This is an optimization exercise on Yosys and OpenROAD, whose aim is small area, not a production implementation. Only simulation tests tie the RTL to the original design; equivalence was not proved. No activity file was given, so power comes from the tool's default toggle rates.

alpha:
Design flash_bus, start of the top module:
module flash_bus #(
	parameter NUM_OF_CHIPS 			= 4,
	parameter CMD_FIFO_DATA_WIDTH 	= 72,
	parameter WR_FIFO_DATA_WIDTH 	= 128,
	parameter RD_FIFO_DATA_WIDTH 	= 136,
	parameter RSLT_FIFO_DATA_WIDTH 	= 26,
	parameter PERIOD 				= 8,
	parameter PAGE_SIZE_WIDTH		= 15
 )
 (
	input 	i_clk,
	input 	i_rst,
        output o_top_bus_active,
        input i_recording_en,
        input i_disp_cmd_req,
        output o_disp_cmd_ack,
        input [CMD_FIFO_DATA_WIDTH-1:0] i_disp_cmd_data,
        output o_disp_rsp_req,
        input i_disp_rsp_ack,
        input i_disp_rsp_listening,
        output [RSLT_FIFO_DATA_WIDTH-1:0] o_disp_rsp_data,
        output [NUM_OF_CHIPS-1:0] o_disp_chip_active,
        output o_disp_wr_buffer_rsvd,
        output o_disp_rd_buffer_rsvd,
        input [15:0] i_adc_sample_fifo_data,
        input        i_adc_sample_fifo_almost_empty,
        input        i_adc_sample_fifo_empty,
        output       o_adc_sample_fifo_re,
        input        i_adc_sample_fifo_valid,
        output [12:0] o_wr_buffer_addr,
        input  [15:0] i_wr_buffer_data,
        output [12:0] o_rd_buffer_addr,
        output [15:0] o_rd_buffer_data,
        output        o_rd_buffer_we,
	output	[0:31]						o_cyclecount_sum,
	input								i_cyclecount_reset,
	input	[0:7]						i_cyclecount_start,
	input	[0:7]						i_cyclecount_end,
        output o_adc_master_record,
	input 	[7:0] 						i_bus_data,
	output 	[7:0]	 					o_bus_data,
	output		 						o_bus_data_tri_n,
	output 								o_bus_we_n,
	output 								o_bus_re_n,
	output [NUM_OF_CHIPS-1:0] 					o_bus_ces_n,
	output 								o_bus_cle,
	output 								o_bus_ale,
        output [NUM_OF_CHIPS-1:0] o_chip_exists
 );
	wire		ctrl_busy;
	wire [3:0]	ctrl_operation;
	wire [1:0]	ctrl_chip;
	wire [14:0]	ctrl_length;
	wire		ctrl_start;
	wire [13:0]	ctrl_sample_count;
	wire [159:0]	sb_addr;
	wire		startup_done;
	wire [3:0]	chip_ready;
	flash_bus_sm busSM (
		.i_clk(i_clk),
		.i_rst(i_rst),
                .o_top_bus_active(o_top_bus_active),
                .i_recording_en(i_recording_en),
                .i_disp_cmd_req(i_disp_cmd_req),
                .o_disp_cmd_ack(o_disp_cmd_ack),
                .i_disp_cmd_data(i_disp_cmd_data),
                .o_disp_rsp_req(o_disp_rsp_req),
                .i_disp_rsp_ack(i_disp_rsp_ack),
  ...
clock: 8.0 ns
lec_check: 0
cap_margin: 20
core_margin: 2
core_utilization: 65
place_density: 0.75
setup_slack_margin: 0.3
slew_margin: 20
standard.sh (not shown) runs the stock make flow with config.mk's settings and CLKGATE_MAP_FILE= SYNTH_SCRIPT=/design/flow/synth_recipe.tcl, a recipe that flattens the netlist after the stock synthesis.
==> flow/flow/run.sh <==
#!/bin/bash
# Layout flow: the standard flow (standard synthesis netlist structure and
# registers, floorplan, power grid, placement, CTS, routing) with changes that
# only affect how the combinational logic is mapped and buffered:
#  - ABC maps the combinational logic with an area-oriented script
#    (flow/abc_area.script) instead of ORFS's delay-oriented one; the
#    registers Yosys creates are the same;
#  - the input and output ports get sky130_fd_sc_hd__buf_1 port buffers
#    instead of the default clkdlybuf4s50_1;
#  - clock tree synthesis uses smaller clock buffers and no dummy loads.
# The full make output goes to flow_make.log in the work folder; each ORFS step
# also keeps its own log under orfs/logs/.
set -euo pipefail
WORK=$(pwd)
SCRIPTS="$WORK/orfs_scripts"
rm -rf "$SCRIPTS"
cp -r "$FLOW_HOME/scripts" "$SCRIPTS"
if [[ -f flow/abc_area.script ]]; then
  cp flow/abc_area.script "$SCRIPTS/abc_speed.script"
fi
bash standard.sh \
  "SCRIPTS_DIR=$SCRIPTS" \
  "BUFFER_PORTS_ARGS=-buffer_cell sky130_fd_sc_hd__buf_1" \
  "CTS_ARGS=-sink_clustering_enable -repair_clock_nets -dont_use_dummy_load -sink_clustering_size 14 -sink_clustering_max_diameter 60 -buf_list sky130_fd_sc_hd__clkbuf_8" \
  finish > flow_make.log 2>&1
==> flow/flow/abc_area.script <==
strash
dc2
dch -f
amap
strash
dc2
dch -f
amap
topo
dnsize -c
Relative to alpha, the following input files were edited for beta:
- PLACE_DENSITY no longer set, was 0.75
- CORE_UTILIZATION now 40, was 65
--- a/flow/flow/run.sh
+++ b/flow/flow/run.sh
@@ -23,3 +23,3 @@
   "BUFFER_PORTS_ARGS=-buffer_cell sky130_fd_sc_hd__buf_1" \
-  "CTS_ARGS=-sink_clustering_enable -repair_clock_nets -dont_use_dummy_load -sink_clustering_size 14 -sink_clustering_max_diameter 60 -buf_list sky130_fd_sc_hd__clkbuf_8" \
+  "CTS_ARGS=-sink_clustering_enable -repair_clock_nets -dont_use_dummy_load -sink_clustering_size 28 -sink_clustering_max_diameter 70 -buf_list sky130_fd_sc_hd__clkbuf_16" \
   finish > flow_make.log 2>&1
## What came out
beta closes out successfully: all stages finished, all timing, DRC and antenna checks passed.
Summary — routed wire length on met2, beta relative to alpha: higher, by about 6%.
Of beta and alpha, it is beta that has the higher floorplan die area.
Compared with alpha, beta shows a post-route cell area that is 2.7% higher.
Measured against each other, beta and alpha differ in post-route minimum period, the lower figure coming from beta.
Routed wire length was lower in the run labelled alpha.
In beta the global-route wire length before repair turned out 3.7% higher than in alpha.
Input changes introduced in gamma (baseline for comparison: beta):
- SETUP_SLACK_MARGIN now 0.4, was 0.3
--- a/flow/flow/run.sh
+++ b/flow/flow/run.sh
@@ -23,3 +23,3 @@
   "BUFFER_PORTS_ARGS=-buffer_cell sky130_fd_sc_hd__buf_1" \
-  "CTS_ARGS=-sink_clustering_enable -repair_clock_nets -dont_use_dummy_load -sink_clustering_size 28 -sink_clustering_max_diameter 70 -buf_list sky130_fd_sc_hd__clkbuf_16" \
+  "CTS_ARGS=-sink_clustering_enable -repair_clock_nets -dont_use_dummy_load -sink_clustering_size 14 -sink_clustering_max_diameter 60 -buf_list sky130_fd_sc_hd__clkbuf_8" \
   finish > flow_make.log 2>&1
==> flow/flow/abc_area.script <==
strash
&get -n
&deepsyn -T 20
&put
dch -f
amap
==> comparison <==
Synthesized area: gamma vs beta down 0.54%. gamma vs. beta: met2 wire length decreased 4.5%; area added between synthesis and finish dropped 1.4 points; wire length after detailed routing fell 1700 um; die area down about 0.5%; cell count fell by 64. Comparing gamma and beta, the lower post-cts repair resize count is on gamma. Compared with beta, in gamma combinational share of power up 36 points; minimum setup slack after placement shrank by 33 ps. Delta(shortest clock period the worst path allows after layout, gamma - beta) > 0.
### gamma -> delta
- setting PLACE_DENSITY to 0.75 for the first time
- changing CORE_UTILIZATION from 40 to 65
==> flow/flow/abc_area.script <==
strash
&get -n
&deepsyn -J 30 -T 300
&put
dch -f
amap
--- outcome ---
Status | delta and gamma | clean. Against gamma, power in delta fell slightly. When delta is set beside gamma, its number of antenna violations at the first check in global routing turns out to be 2 smaller. Compared to gamma, delta shows a narrower setup margin. gamma has a lower met3 global-route usage than delta.

## what the ideal ports hide
No port has a modelled driver above. Below, the same layouts with a new extraction and two added sets of constraints. Step 1: set_driving_cell puts a clkbuf_16 on i_clk and a buf_2 on each other input, an assumption about the parent block. Step 2 also shifts input and output timing later by t, the mid clock arrival at the registers, as if the neighbouring blocks saw the same clock. Three values: ideal, step 1, step 2; two values: the first two.
run	t, ns	setup WS [ns]	worst register clock-pin slew, ns
alpha	0.722	0.239 / 0.239 / 0.239	0.10 / 0.10
beta	0.627	0.428 / 0.428 / 0.428	0.10 / 0.10
gamma	0.746	0.364 / 0.364 / 0.364	0.10 / 0.10
delta	0.703	0.202 / 0.202 / 0.202	0.09 / 0.09
After both steps setup and hold are still met in every run listed.
